This is an optimization exercise on Yosys and OpenROAD, whose aim is small area, a short achievable clock period and few clock cycles per item, not a production implementation. In this exercise RTL edits were held to simulation tests only and were not proved equivalent to the original. Power and IR drop assume default switching activity.

==> design/flow/design.v <==
module magma (
    input  wire         clk,
    input  wire         reset_,
    input  wire         start,
    input  wire [63:0]  data_in,
    input  wire [255:0] key,
    input  wire         encr_decr,
    output wire [63:0]  data_out,
    output reg          done
);
    reg  [31:0] left, right;    
    reg  [31:0] rkey;           
    reg  [4:0]  round;          
    reg         busy;
    reg         en_de;          
    wire [7:0]  ng, np;
    wire [31:0] sub0, sub1;
    wire [3:0] s0_0;
    magma_nadd u_nadd0 (.a(right[3:0]), .b(rkey[3:0]), .s(s0_0), .g(ng[0]), .p(np[0]));
    magma_sbox0 u_sb0 (.x(s0_0), .y(sub0[3:0]));
    assign sub1[3:0] = sub0[3:0];
    wire [3:0] s0_1;
    magma_nadd u_nadd1 (.a(right[7:4]), .b(rkey[7:4]), .s(s0_1), .g(ng[1]), .p(np[1]));
    magma_sboxd1 u_sbd1 (.x(s0_1), .y0(sub0[7:4]), .y1(sub1[7:4]));
    wire [3:0] s0_2;
    magma_nadd u_nadd2 (.a(right[11:8]), .b(rkey[11:8]), .s(s0_2), .g(ng[2]), .p(np[2]));
    magma_sboxd2 u_sbd2 (.x(s0_2), .y0(sub0[11:8]), .y1(sub1[11:8]));
    wire [3:0] s0_3;
    magma_nadd u_nadd3 (.a(right[15:12]), .b(rkey[15:12]), .s(s0_3), .g(ng[3]), .p(np[3]));
    magma_sboxd3 u_sbd3 (.x(s0_3), .y0(sub0[15:12]), .y1(sub1[15:12]));
    wire [3:0] s0_4;
    magma_nadd u_nadd4 (.a(right[19:16]), .b(rkey[19:16]), .s(s0_4), .g(ng[4]), .p(np[4]));
    magma_sboxd4 u_sbd4 (.x(s0_4), .y0(sub0[19:16]), .y1(sub1[19:16]));
    wire [3:0] s0_5;
    magma_nadd u_nadd5 (.a(right[23:20]), .b(rkey[23:20]), .s(s0_5), .g(ng[5]), .p(np[5]));
    magma_sboxd5 u_sbd5 (.x(s0_5), .y0(sub0[23:20]), .y1(sub1[23:20]));
    wire [3:0] s0_6;
    magma_nadd u_nadd6 (.a(right[27:24]), .b(rkey[27:24]), .s(s0_6), .g(ng[6]), .p(np[6]));
    magma_sboxd6 u_sbd6 (.x(s0_6), .y0(sub0[27:24]), .y1(sub1[27:24]));
    wire [3:0] s0_7;
    magma_nadd u_nadd7 (.a(right[31:28]), .b(rkey[31:28]), .s(s0_7), .g(ng[7]), .p(np[7]));
    magma_sboxd7 u_sbd7 (.x(s0_7), .y0(sub0[31:28]), .y1(sub1[31:28]));
    wire g10 = ng[1] | np[1] & ng[0];
    wire g32 = ng[3] | np[3] & ng[2];
    wire p32 = np[3] & np[2];
    wire g54 = ng[5] | np[5] & ng[4];
    wire p54 = np[5] & np[4];
    wire g30 = g32 | p32 & g10;
    wire g20 = ng[2] | np[2] & g10;
    wire g40 = ng[4] | np[4] & g30;
    wire g50 = g54 | p54 & g30;
    wire g60 = ng[6] | np[6] & g50;
    wire [7:0] cin = {g60, g50, g40, g30, g20, g10, ng[0], 1'b0};
    reg  [31:0] sub;
    integer b;
    always @* begin
        for (b = 0; b < 32; b = b + 1)
            sub[b] = cin[b / 4] ? sub1[b] : sub0[b];
    end
    wire [31:0] fout = {sub[20:0], sub[31:21]};    
    reg  [7:0] ksel;
    wire [4:0] r2   = round + 5'd2;
    wire       rev  = en_de ? (r2[4:3] == 2'b11) : (r2[4:3] != 2'b00);
    wire [2:0] idx  = rev ? ~r2[2:0] : r2[2:0];
    always @(posedge clk or negedge reset_)
        if (~reset_)
            ksel <= 8'b0000_0001;
        else if (start)
            ksel <= 8'b0000_0010;
        else if (busy && round != 5'd31)
            ksel <= 8'b1 << idx;
        else
            ksel <= 8'b0000_0001;
    reg  [31:0] kmux;
    integer k;
    always @* begin
        kmux = 32'b0;
        for (k = 0; k < 8; k = k + 1)
            kmux = kmux | (key[255 - 32 * k -: 32] & {32{ksel[k]}});
    end
    always @(posedge clk)
        rkey <= kmux;
    always @(posedge clk)
        if (start) begin
            left  <= data_in[63:32];
            right <= data_in[31:0];
        end else if (busy) begin
            left  <= right;
            right <= left ^ fout;
        end
    assign data_out = {right, left};
    always @(posedge clk)
        if (start) begin
            round <= 5'd0;
            en_de <= encr_decr;
        end else if (busy)
            round <= round + 5'd1;
    always @(posedge clk or negedge reset_)
        if (~reset_) begin
            busy <= 1'b0;
            done <= 1'b0;
        end else if (start) begin
            busy <= 1'b1;
            done <= 1'b0;
        end else if (busy && round == 5'd31) begin
            busy <= 1'b0;
            done <= 1'b1;
        end
endmodule
module magma_nadd (input wire [3:0] a, input wire [3:0] b,
                   output wire [3:0] s, output wire g, output wire p);
    wire [4:0] t = {1'b0, a} + {1'b0, b};
    assign s = t[3:0];
    assign g = t[4];
    assign p = &(a ^ b);
endmodule
module magma_sbox0 (input wire [3:0] x, output reg [3:0] y);
    always @*
        case (x)
            4'h0: y = 4'hC;
            4'h1: y = 4'h4;
            4'h2: y = 4'h6;
            4'h3: y = 4'h2;
            4'h4: y = 4'hA;
            4'h5: y = 4'h5;
            4'h6: y = 4'hB;
            4'h7: y = 4'h9;
            4'h8: y = 4'hE;
            4'h9: y = 4'h8;
            4'hA: y = 4'hD;
            4'hB: y = 4'h7;
            4'hC: y = 4'h0;
            4'hD: y = 4'h3;
            4'hE: y = 4'hF;
            default: y = 4'h1;
        endcase
endmodule
module magma_sboxd1 (input wire [3:0] x, output reg [3:0] y0, output reg [3:0] y1);
    always @*
        case (x)
            4'h0: begin y0 = 4'h6; y1 = 4'h8; end
            4'h1: begin y0 = 4'h8; y1 = 4'h2; end
            4'h2: begin y0 = 4'h2; y1 = 4'h3; end
            4'h3: begin y0 = 4'h3; y1 = 4'h9; end
            4'h4: begin y0 = 4'h9; y1 = 4'hA; end
            4'h5: begin y0 = 4'hA; y1 = 4'h5; end
            4'h6: begin y0 = 4'h5; y1 = 4'hC; end
            4'h7: begin y0 = 4'hC; y1 = 4'h1; end
            4'h8: begin y0 = 4'h1; y1 = 4'hE; end
            4'h9: begin y0 = 4'hE; y1 = 4'h4; end
            4'hA: begin y0 = 4'h4; y1 = 4'h7; end
            4'hB: begin y0 = 4'h7; y1 = 4'hB; end
            4'hC: begin y0 = 4'hB; y1 = 4'hD; end
            4'hD: begin y0 = 4'hD; y1 = 4'h0; end
            4'hE: begin y0 = 4'h0; y1 = 4'hF; end
            default: begin y0 = 4'hF; y1 = 4'h6; end
        endcase
endmodule
module magma_sboxd2 (input wire [3:0] x, output reg [3:0] y0, output reg [3:0] y1);
    always @*
        case (x)
            4'h0: begin y0 = 4'hB; y1 = 4'h3; end
            4'h1: begin y0 = 4'h3; y1 = 4'h5; end
            4'h2: begin y0 = 4'h5; y1 = 4'h8; end
            4'h3: begin y0 = 4'h8; y1 = 4'h2; end
            4'h4: begin y0 = 4'h2; y1 = 4'hF; end
            4'h5: begin y0 = 4'hF; y1 = 4'hA; end
            4'h6: begin y0 = 4'hA; y1 = 4'hD; end
            4'h7: begin y0 = 4'hD; y1 = 4'hE; end
            4'h8: begin y0 = 4'hE; y1 = 4'h1; end
            4'h9: begin y0 = 4'h1; y1 = 4'h7; end
            4'hA: begin y0 = 4'h7; y1 = 4'h4; end
            4'hB: begin y0 = 4'h4; y1 = 4'hC; end
            4'hC: begin y0 = 4'hC; y1 = 4'h9; end
            4'hD: begin y0 = 4'h9; y1 = 4'h6; end
            4'hE: begin y0 = 4'h6; y1 = 4'h0; end
            default: begin y0 = 4'h0; y1 = 4'hB; end
        endcase
endmodule
module magma_sboxd3 (input wire [3:0] x, output reg [3:0] y0, output reg [3:0] y1);
    always @*
        case (x)
            4'h0: begin y0 = 4'hC; y1 = 4'h8; end
            4'h1: begin y0 = 4'h8; y1 = 4'h2; end
            4'h2: begin y0 = 4'h2; y1 = 4'h1; end
            4'h3: begin y0 = 4'h1; y1 = 4'hD; end
            4'h4: begin y0 = 4'hD; y1 = 4'h4; end
            4'h5: begin y0 = 4'h4; y1 = 4'hF; end
            4'h6: begin y0 = 4'hF; y1 = 4'h6; end
            4'h7: begin y0 = 4'h6; y1 = 4'h7; end
            4'h8: begin y0 = 4'h7; y1 = 4'h0; end
            4'h9: begin y0 = 4'h0; y1 = 4'hA; end
            4'hA: begin y0 = 4'hA; y1 = 4'h5; end
            4'hB: begin y0 = 4'h5; y1 = 4'h3; end
            4'hC: begin y0 = 4'h3; y1 = 4'hE; end
            4'hD: begin y0 = 4'hE; y1 = 4'h9; end
            4'hE: begin y0 = 4'h9; y1 = 4'hB; end
            default: begin y0 = 4'hB; y1 = 4'hC; end
        endcase
endmodule
module magma_sboxd4 (input wire [3:0] x, output reg [3:0] y0, output reg [3:0] y1);
    always @*
        case (x)
            4'h0: begin y0 = 4'h7; y1 = 4'hF; end
            4'h1: begin y0 = 4'hF; y1 = 4'h5; end
            4'h2: begin y0 = 4'h5; y1 = 4'hA; end
            4'h3: begin y0 = 4'hA; y1 = 4'h8; end
            4'h4: begin y0 = 4'h8; y1 = 4'h1; end
            4'h5: begin y0 = 4'h1; y1 = 4'h6; end
            4'h6: begin y0 = 4'h6; y1 = 4'hD; end
            4'h7: begin y0 = 4'hD; y1 = 4'h0; end
            4'h8: begin y0 = 4'h0; y1 = 4'h9; end
            4'h9: begin y0 = 4'h9; y1 = 4'h3; end
            4'hA: begin y0 = 4'h3; y1 = 4'hE; end
            4'hB: begin y0 = 4'hE; y1 = 4'hB; end
            4'hC: begin y0 = 4'hB; y1 = 4'h4; end
            4'hD: begin y0 = 4'h4; y1 = 4'h2; end
            4'hE: begin y0 = 4'h2; y1 = 4'hC; end
            default: begin y0 = 4'hC; y1 = 4'h7; end
        endcase
endmodule
module magma_sboxd5 (input wire [3:0] x, output reg [3:0] y0, output reg [3:0] y1);
    always @*
        case (x)
            4'h0: begin y0 = 4'h5; y1 = 4'hD; end
            4'h1: begin y0 = 4'hD; y1 = 4'hF; end
            4'h2: begin y0 = 4'hF; y1 = 4'h6; end
            4'h3: begin y0 = 4'h6; y1 = 4'h9; end
            4'h4: begin y0 = 4'h9; y1 = 4'h2; end
            4'h5: begin y0 = 4'h2; y1 = 4'hC; end
            4'h6: begin y0 = 4'hC; y1 = 4'hA; end
            4'h7: begin y0 = 4'hA; y1 = 4'hB; end
            4'h8: begin y0 = 4'hB; y1 = 4'h7; end
            4'h9: begin y0 = 4'h7; y1 = 4'h8; end
            4'hA: begin y0 = 4'h8; y1 = 4'h1; end
            4'hB: begin y0 = 4'h1; y1 = 4'h4; end
            4'hC: begin y0 = 4'h4; y1 = 4'h3; end
            4'hD: begin y0 = 4'h3; y1 = 4'hE; end
            4'hE: begin y0 = 4'hE; y1 = 4'h0; end
            default: begin y0 = 4'h0; y1 = 4'h5; end
        endcase
endmodule
module magma_sboxd6 (input wire [3:0] x, output reg [3:0] y0, output reg [3:0] y1);
    always @*
        case (x)
            4'h0: begin y0 = 4'h8; y1 = 4'hE; end
            4'h1: begin y0 = 4'hE; y1 = 4'h2; end
            4'h2: begin y0 = 4'h2; y1 = 4'h5; end
            4'h3: begin y0 = 4'h5; y1 = 4'h6; end
            4'h4: begin y0 = 4'h6; y1 = 4'h9; end
            4'h5: begin y0 = 4'h9; y1 = 4'h1; end
            4'h6: begin y0 = 4'h1; y1 = 4'hC; end
            4'h7: begin y0 = 4'hC; y1 = 4'hF; end
            4'h8: begin y0 = 4'hF; y1 = 4'h4; end
            4'h9: begin y0 = 4'h4; y1 = 4'hB; end
            4'hA: begin y0 = 4'hB; y1 = 4'h0; end
            4'hB: begin y0 = 4'h0; y1 = 4'hD; end
            4'hC: begin y0 = 4'hD; y1 = 4'hA; end
            4'hD: begin y0 = 4'hA; y1 = 4'h3; end
            4'hE: begin y0 = 4'h3; y1 = 4'h7; end
            default: begin y0 = 4'h7; y1 = 4'h8; end
        endcase
endmodule
module magma_sboxd7 (input wire [3:0] x, output reg [3:0] y0, output reg [3:0] y1);
    always @*
        case (x)
            4'h0: begin y0 = 4'h1; y1 = 4'h7; end
            4'h1: begin y0 = 4'h7; y1 = 4'hE; end
            4'h2: begin y0 = 4'hE; y1 = 4'hD; end
            4'h3: begin y0 = 4'hD; y1 = 4'h0; end
            4'h4: begin y0 = 4'h0; y1 = 4'h5; end
            4'h5: begin y0 = 4'h5; y1 = 4'h8; end
            4'h6: begin y0 = 4'h8; y1 = 4'h3; end
            4'h7: begin y0 = 4'h3; y1 = 4'h4; end
            4'h8: begin y0 = 4'h4; y1 = 4'hF; end
            4'h9: begin y0 = 4'hF; y1 = 4'hA; end
            4'hA: begin y0 = 4'hA; y1 = 4'h6; end
            4'hB: begin y0 = 4'h6; y1 = 4'h9; end
            4'hC: begin y0 = 4'h9; y1 = 4'hC; end
            4'hD: begin y0 = 4'hC; y1 = 4'hB; end
            4'hE: begin y0 = 4'hB; y1 = 4'h2; end
            default: begin y0 = 4'h2; y1 = 4'h1; end
        endcase
endmodule
==> design/flow/flow/run.sh <==
#!/bin/bash
# Standard ORFS layout (the standard.sh), with two changes:
#  - every port gets the smallest buffer (buf_1) instead of the default choice;
#  - synthesis does not extract half/full-adder cells (ADDER_MAP_FILE empty), so
#    ABC maps the adder and S-box logic itself.
set -euo pipefail
export BUFFER_PORTS_ARGS="-buffer_cell sky130_fd_sc_hd__buf_1"
bash standard.sh ADDER_MAP_FILE= > standard.log 2>&1
==> design/flow/standard.sh <==
#!/bin/bash
# synth_recipe.tcl (not shown) runs the flow's synth.tcl, then flattens the netlist and writes it again
# the make line also repeats each setting of config.mk as NAME=value (left out here)
make -C /OpenROAD-flow-scripts/flow DESIGN_CONFIG=/design/flow/config.mk WORK_HOME=/design/flow/orfs CLKGATE_MAP_FILE= SYNTH_SCRIPT=/design/flow/synth_recipe.tcl "${@:-finish}"
==> design/flow/config.mk <==
export PLATFORM = sky130hd
export DESIGN_NAME = magma
export DESIGN_NICKNAME = magma
export VERILOG_FILES = /design/flow/design.v
export SDC_FILE = /design/flow/constraint.sdc
export NUM_CORES = 4
export LEC_CHECK = 0
export CAP_MARGIN = 20
export CORE_MARGIN = 2
export CORE_UTILIZATION = 55
export SETUP_SLACK_MARGIN = 5
export SLEW_MARGIN = 20
export SYNTH_HIERARCHICAL = 1
==> design/flow/constraint.sdc <==
create_clock -name core_clock -period 8.0 [get_ports {clk}]
set_input_delay 1.6000 -clock core_clock [delete_from_list [all_inputs] [get_ports {clk}]]
set_output_delay 1.6000 -clock core_clock [all_outputs]
set_load 0.01 [all_outputs]
==> results of run 1 <==
## cell usage in the layout (no fill, tap or decap), types with 8 or more instances in the layout
master     instances
a21oi_1           40
mux2_2            33
edfxtp_1          65
nor3_1            18
nand2_1           90
o22ai_1            8
o31ai_4            8
xor2_1            39
buf_4             30
xnor2_2           12
buf_1            387
nor2_1            51
xnor2_1           40
mux2i_1           23
nand2b_1          13
nand3_1           17
maj3_2             8
clkbuf_16         10
nor2b_1           14
dfrtp_1            8
a211oi_1           9
inv_1             18
nand4_1           33
a21oi_2           11
a22oi_1          132
dfxtp_1           36
o21ai_0           41
## final cells by class
type	instances	area [um2]
sequential	112	2947
fill	1350	4672
timing repair buffer	422	1785
antenna	7	17.52
clock inverter	6	52.55
multi-input combinational	780	5884
tap	216	270.3
inverter	20	75.07
clock buffer	10	239.0
## worst max path at each step
stage,endpoint,slack [ns]
after detailed placement,right[9],4.02
after CTS,right[9],5.00
after global routing,right[7],4.95
after floorplan,left[0],5.01
after global placement,right[7],4.03
final,data_out[33],5.06
## routing by layer
| metal | global-route usage | up-vias |
|---|---|---|
| met5 | 0.03889 | - |
| met4 | 0.1697 | 2 |
| met3 | 0.1096 | 108 |
| met2 | 0.5955 | 660 |
| met1 | 0.5162 | 4691 |
| li1 | - | 4489 |
## power groups by stage
stage / Clock (mW) / Sequential, mW / Combinational (mW)
after detailed placement: 0 / 1.14 / 3.43
final: 0.451 / 1.12 / 3.87
after global placement: 0 / 1.14 / 3.36
after floorplan: 0 / 1.09 / 2.84
after global routing: 0.474 / 1.13 / 4.22
after CTS: 0.453 / 1.13 / 3.56
## critical path, cell delays in order (launching register included)
cell and delay, ns:
edfxtp_1 0.57, buf_4 0.20, buf_1 0.20
## state kept, by name (all words and copies together) (netlist names)
signal and flops:
busy 1, left 32, right 32, rkey 32, ksel 8, round 5
done 1, en_de 1
## timing repair
action | in CTS | in global routing
gates resized for setup | 25 | 18
pin swaps | 1 | 6
setup endpoints to repair | 47 | 22
gates cloned | 1 | 1
setup buffers | 6 | 17
==> results.toml, run 1 <==
[drt]
drt_iter0_drc = 1041
num_vias = 9950
wl_met2_mm = 16.20
vias_per_cell = 6.325
postRouteAntennaNets = 0
top_layer = "met5"
met1Wirelength_mm = 14.05
dr.pass1.iters = 6
wl_per_cell_um = 22.77
drc = 0
route.met3.wl_mm = 4.086
wirelength_mm = 35.82

[clock_tree]
cts-buffers-inserted = 9
root_buffer = "clkbuf_16"
cts_buffer_depth = 2
cts_tree = "built"
clkTransAtPathRegs_ns = 0.08
clk_latency_ns = 0.37
clock-sinks = 112
htree_levels = 3
holdBufCountCts = 0

[timing]
tightest_slew_ns = 0.9870
hold_violations = 0
setup_viol = 0
min_period_ns = 2.938
rsz0062_at_grt = "true"
fin_setup_tns_ns = 0
drv_slew = 0
finalWorstSetupSlack_ns = 5.062
relSlewSlack = 0.3420
fin_skew_ns = 0.007704
finalCritPeriodShare = 0.3673
hold_ws_ns = 0.5276
fmax_mhz = 340.4

[placed_design]
dp.final_hpwl_mm = 27.09
portBuffers = 388
gp_congestion = 1.036
dpl.cell_count = 1525
dp_slack_ns = 4.019
detailed_place.area_um2 = 10400

[die]
rows = 46
ioPinCount = 389
die_h_um = 131.9
dieArea_um2 = 17400
start_util = 0.5644
core-area_um2 = 15940
fp.dieW_um = 131.9

[pwr]
seqPwrFrac = 0.206
clockPowerShare = 0.083
pwr-share-comb = 0.711
p_sw_frac = 0.4987
power.leakage_nw = 3.918
p_int_mw = 2.729
power.total_mw = 5.443
irDropWorstVdd_mv = 0.2283
power_density_nw_per_um2 = 482.9
power.switching_mw = 2.714

[layout]
syn2layout_area_growth_pct = 25.27
design_area_um2 = 11270
nNetsFinal = 1669
stdcell_count = 1573
drive_gt1_frac = 0.1230
fin_util = 0.7070

[worst_setup_path]
rrSetupSlack_ns = 5.16
critPathCaptureType = "primary output"
rr_endpoint = "right[10]"
critPathLaunchType = "register"
arrival_ns = 1.34
crit_start = "right[1]"
crit_type = "reg -> out"
r2r_cells = 10
regToRegStartpoint = "right[0]"
worstPathRequired_ns = 6.40
worst-path-max-fanout = 4

[logic_synthesis]
synth_nets = 1311
synth_area_um2 = 8997
syn_inst = 987
ys_warn_count = 15
avgSynthCellArea_um2 = 9.116

[global_route]
grt_overflow = 0
antenna_found_initial = 4
grt_use_total = 0.3905
grt_max_degree = 65
grt_pass1_vias = 9121
grt_pass1_wl_mm = 51.83

[worst_hold_path]
min_to = "done"
min_path_cells = 2
hold_path_class = "reg -> reg"
min_from = "done"

[flow_run]
cap_violations = 0

[run_status]
status = "no timing/DRC/antenna violations"
Testbench counts, summed over its fixed seeds: cycles 13,056, items 384.
==> run 2, diff against run 1 <==
--- a/design/flow/design.v
+++ b/design/flow/design.v
@@ -40,16 +40,20 @@
     wire [3:0] s0_7;
     magma_nadd u_nadd7 (.a(right[31:28]), .b(rkey[31:28]), .s(s0_7), .g(ng[7]), .p(np[7]));
     magma_sboxd7 u_sbd7 (.x(s0_7), .y0(sub0[31:28]), .y1(sub1[31:28]));
-    wire g10 = ng[1] | np[1] & ng[0];
-    wire g32 = ng[3] | np[3] & ng[2];
+    wire g10, g32, g54, g30, g20, g40, g50, g60;
     wire p32 = np[3] & np[2];
-    wire g54 = ng[5] | np[5] & ng[4];
     wire p54 = np[5] & np[4];
-    wire g30 = g32 | p32 & g10;
-    wire g20 = ng[2] | np[2] & g10;
-    wire g40 = ng[4] | np[4] & g30;
-    wire g50 = g54 | p54 & g30;
-    wire g60 = ng[6] | np[6] & g50;
+    magma_gnode u_g10 (.gh(ng[1]), .ph(np[1]), .gl(ng[0]), .g(g10));
+    magma_gnode u_g32 (.gh(ng[3]), .ph(np[3]), .gl(ng[2]), .g(g32));
+    magma_gnode u_g54 (.gh(ng[5]), .ph(np[5]), .gl(ng[4]), .g(g54));
+    magma_gnode u_g30 (.gh(g32), .ph(p32), .gl(g10), .g(g30));
+    magma_gnode u_g20 (.gh(ng[2]), .ph(np[2]), .gl(g10), .g(g20));
+    magma_gnode u_g40 (.gh(ng[4]), .ph(np[4]), .gl(g30), .g(g40));
+    magma_gnode u_g50 (.gh(g54), .ph(p54), .gl(g30), .g(g50));
+    wire g64;
+    wire p64 = np[6] & p54;
+    magma_gnode u_g64 (.gh(ng[6]), .ph(np[6]), .gl(g54), .g(g64));
+    magma_gnode u_g60 (.gh(g64), .ph(p64), .gl(g30), .g(g60));
     wire [7:0] cin = {g60, g50, g40, g30, g20, g10, ng[0], 1'b0};
     reg  [31:0] sub;
     integer b;
@@ -282,3 +286,6 @@
             default: begin y0 = 4'h2; y1 = 4'h1; end
         endcase
 endmodule
+module magma_gnode (input wire gh, input wire ph, input wire gl, output wire g);
+    assign g = gh | ph & gl;
+endmodule
==> run 2 against run 1 <==
Area after synthesis fell by 2.4%. Global-route usage fell by 1.4 points. Combinational power fell by 13%. Critical endpoint is now data_out[36]. Design area fell by 4.0%. Utilization fell by 2.1 points. Largest power group unchanged. Final cell count fell by 5.0%. Critical path type unchanged. Highest routed layer unchanged.
==> results.toml, run 2 <==
[logic_synthesis]
avgSynthCellArea_um2 = 9.494
synth_area_um2 = 8782
syn_inst = 925
ys_warn_count = 15
synth_nets = 1249

[timing]
fin_skew_ns = 0.01382
drv_slew = 0
setup_viol = 0
fin_setup_tns_ns = 0
hold_ws_ns = 0.5374
fmax_mhz = 346.9
min_period_ns = 2.883
tightest_slew_ns = 0.9729
finalCritPeriodShare = 0.3603
relSlewSlack = 0.3514
hold_violations = 0
rsz0062_at_grt = "false"

[run_status]
status = "no timing/DRC/antenna violations"

[worst_hold_path]
min_from = "done"
hold_path_class = "reg -> reg"
min_path_cells = 1
min_to = "done"

[global_route]
grt_overflow = 0
grt_use_total = 0.3764
antenna_found_initial = 9
grt_pass1_vias = 8054
grt_max_degree = 97
grt_pass1_wl_mm = 47.24

[drt]
drt_iter0_drc = 933
wirelength_mm = 33.14
drc = 0
wl_per_cell_um = 22.18
vias_per_cell = 6.040
postRouteAntennaNets = 0
dr.pass1.iters = 6
num_vias = 9024

[worst_setup_path]
arrival_ns = 1.28
rr_endpoint = "right[31]"
worstPathRequired_ns = 6.40
rrSetupSlack_ns = 5.14
regToRegStartpoint = "right[4]"
crit_type = "reg -> out"
critPathLaunchType = "register"
worst-path-max-fanout = 6
critPathCaptureType = "primary output"
r2r_cells = 9

[layout]
final_common_cell = "buf_1"
multi_input_area_um2 = 5629
layout_common_cells = "387 x buf_1, 132 x a22oi_1, 72 x nand2_1"
reg_top3 = "left: 32 flops, right: 32 flops, rkey: 32 flops"
design_area_um2 = 10820
syn2layout_area_growth_pct = 23.24
nNetsFinal = 1584
n_fill_cell = 1358
regArea_um2 = 2944
drive_gt1_frac = 0.1209

[pwr]
power.leakage_nw = 3.782
irDropWorstVdd_mv = 0.1950
power_density_nw_per_um2 = 465.8

[placed_design]
detailed_place.area_um2 = 10150
gp_congestion = 0.9534
portBuffers = 388
dp.final_hpwl_mm = 25.92

[clock_tree]
cts_buffer_depth = 2
htree_levels = 3
cts-buffers-inserted = 9
clkTransAtPathRegs_ns = 0.08
cts_tree = "built"
clock-sinks = 112
root_buffer = "clkbuf_16"
clk_latency_ns = 0.36

[die]
rows = 46
ioPinCount = 389
start_util = 0.5569
core-area_um2 = 15770
die_h_um = 130.4
dieArea_um2 = 16990
fp.dieW_um = 130.4

[flow_run]
cap_violations = 0
[run 2: metal layers]
metal / global-route usage / share of wire
met5: 0 / 0.00072
met4: 0.1233 / 0.030
met3: 0.09512 / 0.12
met2: 0.5688 / 0.45
met1: 0.5292 / 0.40
[run 2: how the worst max path moves through the flow]
stage             start            to  slack, ns
3_5_place_dp   right[4]      right[1]       4.57
6_report       right[4]  data_out[36]       5.12
5_1_grt        right[4]     right[31]       4.97
3_3_place_gp   right[4]     right[31]       4.62
4_1_cts        right[8]     right[19]       5.00
2_1_floorplan     start       left[0]       5.10
[run 2: where the power goes]
part | internal, mW | switching (mW)
Sequential | 0.850 | 0.300
Clock | 0.279 | 0.233
Combinational | 1.51 | 1.87
[run 2: area by class of cell]
type,count,area share
inverters,13,0.004509
flip-flops and latches,112,0.2720
multi-input cells,722,0.5201
clock buffers,9,0.02081
repair buffers,402,0.1450
clock inverters,7,0.009595
diodes,13,0.003006
well taps,216,0.02497
[run 2: timing repair]
item | in CTS | in global routing
setup buffers | 0 | 6
hold buffers | 0 | 0
setup endpoints to repair | 22 | 53
pin swaps | 0 | 2
gates resized for setup | 11 | 22
[run 2: through the flow]
stage          utilization  setup slack (ns)  power [mW]  instances
2_1_floorplan            -             5.104       3.783        925
3_3_place_gp        0.6432             4.619       4.247       1459
3_5_place_dp        0.6437             4.567       4.309       1459
4_1_cts             0.6692             4.998       4.856       1475
5_1_grt             0.6849             4.974       5.411       1485
6_report            0.6863             5.117       5.042       1494
[run 2: critical path: stages (launching register included)]
cell	delay (ns)
edfxtp_1	0.58
buf_4	0.18
buf_1	0.17
Testbench counts of run 2, summed over its fixed seeds: cycles 13,056, items 384.
==> run 3, diff against run 2 <==
==> design/flow/flow/run.sh (replaced) <==
#!/bin/bash
set -euo pipefail
here=$(pwd)
rm -rf "$here/orfs_scripts"
cp -r "$FLOW_HOME/scripts" "$here/orfs_scripts"
cp "$here/flow/abc.script" "$here/orfs_scripts/abc_speed.script"
export BUFFER_PORTS_ARGS="-buffer_cell sky130_fd_sc_hd__buf_1"
bash standard.sh ADDER_MAP_FILE= SCRIPTS_DIR="$here/orfs_scripts" SETUP_SLACK_MARGIN=5.2 > standard.log 2>&1
==> design/flow/flow/abc.script (new file) <==
strash
dch
map -a
topo
==> run 3 against run 2 <==
Still clean on timing, DRC and antenna. Critical path depth is the same. Sequential power down 13%. Setup slack improved by 0.14 ns. Largest cell class unchanged. Highest routed layer is now met4.
==> results.toml, run 3 <==
[placed_design]
portBuffers = 388
dp.final_hpwl_mm = 21.52
dpl.cell_count = 1623
detailed_place.area_um2 = 9664
dp_slack_ns = 3.450
gp_congestion = 0.9080

[layout]
reg_top3 = "left: 32 flops, right: 32 flops, rkey: 32 flops"
regArea_um2 = 2944
n_fill_cell = 1152
nNetsFinal = 1796
fin_util = 0.7472
design_area_um2 = 10410
stdcell_count = 1657
final_common_cell = "buf_1"
syn2layout_area_growth_pct = 31.78
layout_common_cells = "387 x buf_1, 200 x nand2_1, 147 x nor2_1"
num_antenna_cells = 0
drive_gt1_frac = 0.08125
multi_input_area_um2 = 4848

[die]
rows = 43
core-area_um2 = 13930
start_util = 0.5670
dieArea_um2 = 15340
fp.dieW_um = 123.9
ioPinCount = 389
die_h_um = 123.9

[clock_tree]
cts_tree = "built"
clkTransAtPathRegs_ns = 0.08
cts_buffer_depth = 2
root_buffer = "clkbuf_16"
htree_levels = 3
cts-buffers-inserted = 9
clock-sinks = 112
clk_latency_ns = 0.37

[drt]
vias_per_cell = 5.847
drc = 0
num_vias = 9688
dr.pass1.iters = 6
wirelength_mm = 29.53
postRouteAntennaNets = 0
wl_per_cell_um = 17.82
drt_iter0_drc = 1052

[global_route]
grt_overflow = 0
grt_pass1_wl_mm = 43.30
grt_use_total = 0.3715
grt_max_degree = 103
antenna_found_initial = 0
grt_pass1_vias = 8601

[worst_setup_path]
crit_type = "reg -> out"
worstPathRequired_ns = 6.40
worst-path-max-fanout = 3
critPathLaunchType = "register"
arrival_ns = 1.15
critPathCaptureType = "primary output"

[logic_synthesis]
syn_inst = 1047
avgSynthCellArea_um2 = 7.547
ys_warn_count = 15
synth_nets = 1371
synth_area_um2 = 7901

[timing]
hold_ws_ns = 0.5056
min_period_ns = 2.745
finalWorstSetupSlack_ns = 5.255
fmax_mhz = 364.3
rsz0062_at_grt = "false"
drv_slew = 0
fin_skew_ns = 0.01369
finalCritPeriodShare = 0.3431
relSlewSlack = 0.4468
tightest_slew_ns = 0.8298
fin_setup_tns_ns = 0
hold_violations = 0
setup_viol = 0

[pwr]
power.leakage_nw = 3.946
power_density_nw_per_um2 = 398.9
irDropWorstVdd_mv = 0.1974
power.total_mw = 4.153

[worst_hold_path]
hold_path_class = "reg -> reg"

[flow_run]
cap_violations = 0

[run_status]
status = "no timing/DRC/antenna violations"
-- run 3: cell type report --
type                            instances  share of cell area
Timing Repair Buffer                  411              0.1580
Clock inverter                          6            0.005528
Clock buffer                           10             0.02295
Multi-Input combinational cell        821              0.4656
Inverter                              117             0.04350
Sequential cell                       112              0.2827
Tap cell                              180             0.02163
-- run 3: worst max-delay path, cell delays in order, from the launching register on --
cell,delay (ns)
edfxtp_1,0.47
buf_4,0.19
buf_1,0.13
-- run 3: where the power goes --
part,switching (mW),internal (mW)
Sequential,0.179,0.821
Clock,0.225,0.228
Combinational,1.67,1.03
Total,2.07,2.08
-- run 3: path summary, 6_finish.rpt --
check	startpoint	end	slack [ns]	depth (start not counted)
max in group asynchronous	reset_	ksel[4]	6.41	1
max reg2reg	right[15]	right[6]	5.31	11
min reg2reg	round[2]	ksel[3]	0.51	1
min	round[2]	ksel[3]	0.51	1
min in group asynchronous	reset_	done	1.20	1
max	right[7]	data_out[39]	5.25	2
-- run 3: layer usage --
layer	wire, um	global-route usage
met5	0	0
met4	977	0.1612
met3	3309	0.07738
met2	14030	0.6116
met1	11210	0.4729
-- run 3: what timing repair did --
action                                  in CTS  in global routing
resized for setup                           15                 52
endpoints found under the setup margin     133                 93
gates cloned                                 1                  2
hold buffers                                 0                  0
buffers inserted                             2                 13
pin swaps                                    3                  4
==> run 4, diff against run 3 <==
==> design/flow/flow/run.sh (replaced) <==
#!/bin/bash
# Standard ORFS layout (the standard.sh), with three changes:
#  - every port gets the smallest buffer (buf_1) instead of the default choice;
#  - synthesis does not extract half/full-adder cells (ADDER_MAP_FILE empty);
#  - ABC maps the logic for area (abc.script here) instead of ORFS's speed script,
#    which upsizes every gate; timing repair in the later steps sizes the
#    critical paths instead.  The ORFS scripts are copied unchanged apart from
#    that one ABC script.
set -euo pipefail
here=$(pwd)
rm -rf "$here/orfs_scripts"
cp -r "$FLOW_HOME/scripts" "$here/orfs_scripts"
cp "$here/flow/abc.script" "$here/orfs_scripts/abc_speed.script"
export BUFFER_PORTS_ARGS="-buffer_cell sky130_fd_sc_hd__buf_1"
bash standard.sh ADDER_MAP_FILE= SCRIPTS_DIR="$here/orfs_scripts" > standard.log 2>&1
==> run 4 against run 3 <==
First-iteration DRC count fell by 2.9%. Register-to-register slack got worse by 0.12 ns. Sequential power barely moved. Area after synthesis did not move. Design area fell by 2.3%. Combinational power fell by 6%. Non-clock buffer count fell by 7. Critical path type is now in -> reg. Largest cell class unchanged.
==> results.toml, run 4 <==
[run_status]
status = "no timing/DRC/antenna violations"

[drt]
wirelength_mm = 29.10
drc = 0
wl_per_cell_um = 17.66
vias_per_cell = 5.838
postRouteAntennaNets = 0
num_vias = 9621
dr.pass1.iters = 6
drt_iter0_drc = 1021

[pwr]
irDropWorstVdd_mv = 0.1959
power.total_mw = 4.012
power.leakage_nw = 3.851
power_density_nw_per_um2 = 394.4

[placed_design]
dp.final_hpwl_mm = 21.52
gp_congestion = 0.9080
detailed_place.area_um2 = 9664
portBuffers = 388

[clock_tree]
clock-sinks = 112
cts-buffers-inserted = 9
clkTransAtPathRegs_ns = 0.08
htree_levels = 3
holdBufCountCts = 0
clk_latency_ns = 0.37
cts_tree = "built"
root_buffer = "clkbuf_16"
cts_buffer_depth = 2

[worst_setup_path]
slowest_delay_ns = 0.36
worst-path-max-fanout = 102
crit_chain = "clkbuf_4 -> buf_12 -> clkinv_8 -> nand2_8"
arrival_ns = 2.85
critPathCaptureType = "register"
slowest_stage = "buf_12"
worstPathRequired_ns = 8.03
rr_endpoint = "right[31]"
rrSetupSlack_ns = 5.19
crit_type = "in -> reg"
crit_family = "buffers and inverters"
timing.critical_path.buf_inv = 3
critPathLaunchType = "primary input"
regToRegStartpoint = "right[14]"
r2r_cells = 11

[layout]
num_antenna_cells = 0
final_common_cell = "buf_1"
drive_gt1_frac = 0.04837
n_fill_cell = 1191
design_area_um2 = 10170
layout_common_cells = "387 x buf_1, 200 x nand2_1, 163 x nor2_1"
nNetsFinal = 1787
reg_top3 = "left: 32 flops, right: 32 flops, rkey: 32 flops"
syn2layout_area_growth_pct = 28.77

[global_route]
grt_max_degree = 103
grt_overflow = 0
antenna_found_initial = 0
grt_pass1_wl_mm = 43.13
grt_use_total = 0.3698
grt_pass1_vias = 8583

[worst_hold_path]
min_to = "ksel[3]"
min_path_cells = 1
hold_path_class = "reg -> reg"
min_from = "round[2]"

[timing]
fin_skew_ns = 0.01568
setup_viol = 0
drv_slew = 0
hold_violations = 0
fin_setup_tns_ns = 0
relSlewSlack = 0.4461
finalCritPeriodShare = 0.3535
rsz0062_at_grt = "false"
min_period_ns = 2.828
fmax_mhz = 353.6
tightest_slew_ns = 0.8309

[die]
rows = 43
dieArea_um2 = 15340
ioPinCount = 389
start_util = 0.5670
die_h_um = 123.9
core-area_um2 = 13930
fp.dieW_um = 123.9

[logic_synthesis]
syn_inst = 1047
avgSynthCellArea_um2 = 7.547
synth_nets = 1371
ys_warn_count = 15
synth_area_um2 = 7901

[flow_run]
cap_violations = 0
run 4: metal layers:
| metal | share of wire | wire length [um] | track usage |
|---|---|---|---|
| met1 | 0.39 | 11490 | 0.4715 |
| met2 | 0.47 | 13720 | 0.6047 |
| met3 | 0.10 | 2929 | 0.07738 |
| met4 | 0.033 | 962 | 0.1662 |
| met5 | 0 | 0 | 0 |
run 4: layout make-up:
class	instances	area, um2	area share
clock buffer	10	239.0	0.02349
timing repair buffer	404	1593	0.1565
sequential	112	2944	0.2893
multi-input combinational	819	4664	0.4584
inverter	117	451.7	0.04439
tap	180	225.2	0.02213
clock inverter	6	57.56	0.005657
run 4: what timing repair did:
item,4_1_cts,5_1_grt
pin swaps,1,2
setup endpoints to repair,122,89
buffers inserted,0,8
resized for setup,7,15
cloned,1,0
run 4: how the worst max path moves through the flow:
| stage | from | depth (start not counted) | to | slack, ns |
|---|---|---|---|---|
| 2_1_floorplan | right[1] | 13 | right[0] | 5.33 |
| 3_3_place_gp | start | 4 | left[27] | 3.52 |
| 3_5_place_dp | start | 4 | left[27] | 3.45 |
| 4_1_cts | right[25] | 13 | right[6] | 5.02 |
| 5_1_grt | right[21] | 12 | right[2] | 4.99 |
| 6_report | start | 4 | right[17] | 5.17 |
run 4: worst register-to-register path, stage by stage, from the launching register on:
cell and delay [ns]:
edfxtp_1 0.46, clkinv_1 0.07, nor2_1 0.05, nor2_1 0.35, nand3_1 0.13, nor3_1 0.30, and2_2 0.21, a21o_4 0.18
a21o_2 0.22, mux2i_1 0.29, xor2_1 0.19, o21ai_0 0.10
run 4: per-stage QoR:
step                hold WS, ns  cells  utilization  worst slack [ns]
finish                   0.5056   1648       0.7302             5.172
global route             0.5313   1648       0.7302             4.987
CTS                      0.5030   1640       0.7187             5.020
detailed placement       0.4875   1623       0.6935             3.450
global placement         0.4824   1623       0.6935             3.521
floorplan                0.4502   1047            -             5.329
run 4: where the power goes:
group	switching, mW	total (mW)	leakage, nW	internal [mW]
Clock	0.228	0.456	0.148	0.228
Combinational	1.59	2.55	2.56	0.958
Sequential	0.183	1.00	1.14	0.821

[static timing again, ports no longer ideal]
No port has a modelled driver above. Below, the same layouts with a new extraction and two added sets of constraints.
Step 1, drivers: a clkbuf_16 drives clk and a buf_2 each remaining input, both assumed.
Step 2 also shifts input and output timing later by t, the mid clock arrival at the registers, as if the neighbouring blocks saw the same clock.
Three values: no drivers, after step 1, after step 2; two values: the first two.
run	t, ns	setup WS [ns]	hold slack, ns	clock arrival spread, ns
run 1	0.412	5.062 / 5.012 / 4.825	0.528 / 0.528 / 0.528	0.009 / 0.008
run 2	0.400	5.117 / 5.070 / 4.819	0.537 / 0.537 / 0.537	0.013 / 0.014
run 3	0.405	5.255 / 5.208 / 5.005	0.506 / 0.506 / 0.506	0.014 / 0.014
run 4	0.405	5.172 / 5.191 / 4.789	0.506 / 0.506 / 0.506	0.015 / 0.016
After both steps every run listed still meets setup and hold. The setup slack of run 4, which loses most, moves by +0.019 ns with the drivers and by -0.383 ns with both steps.
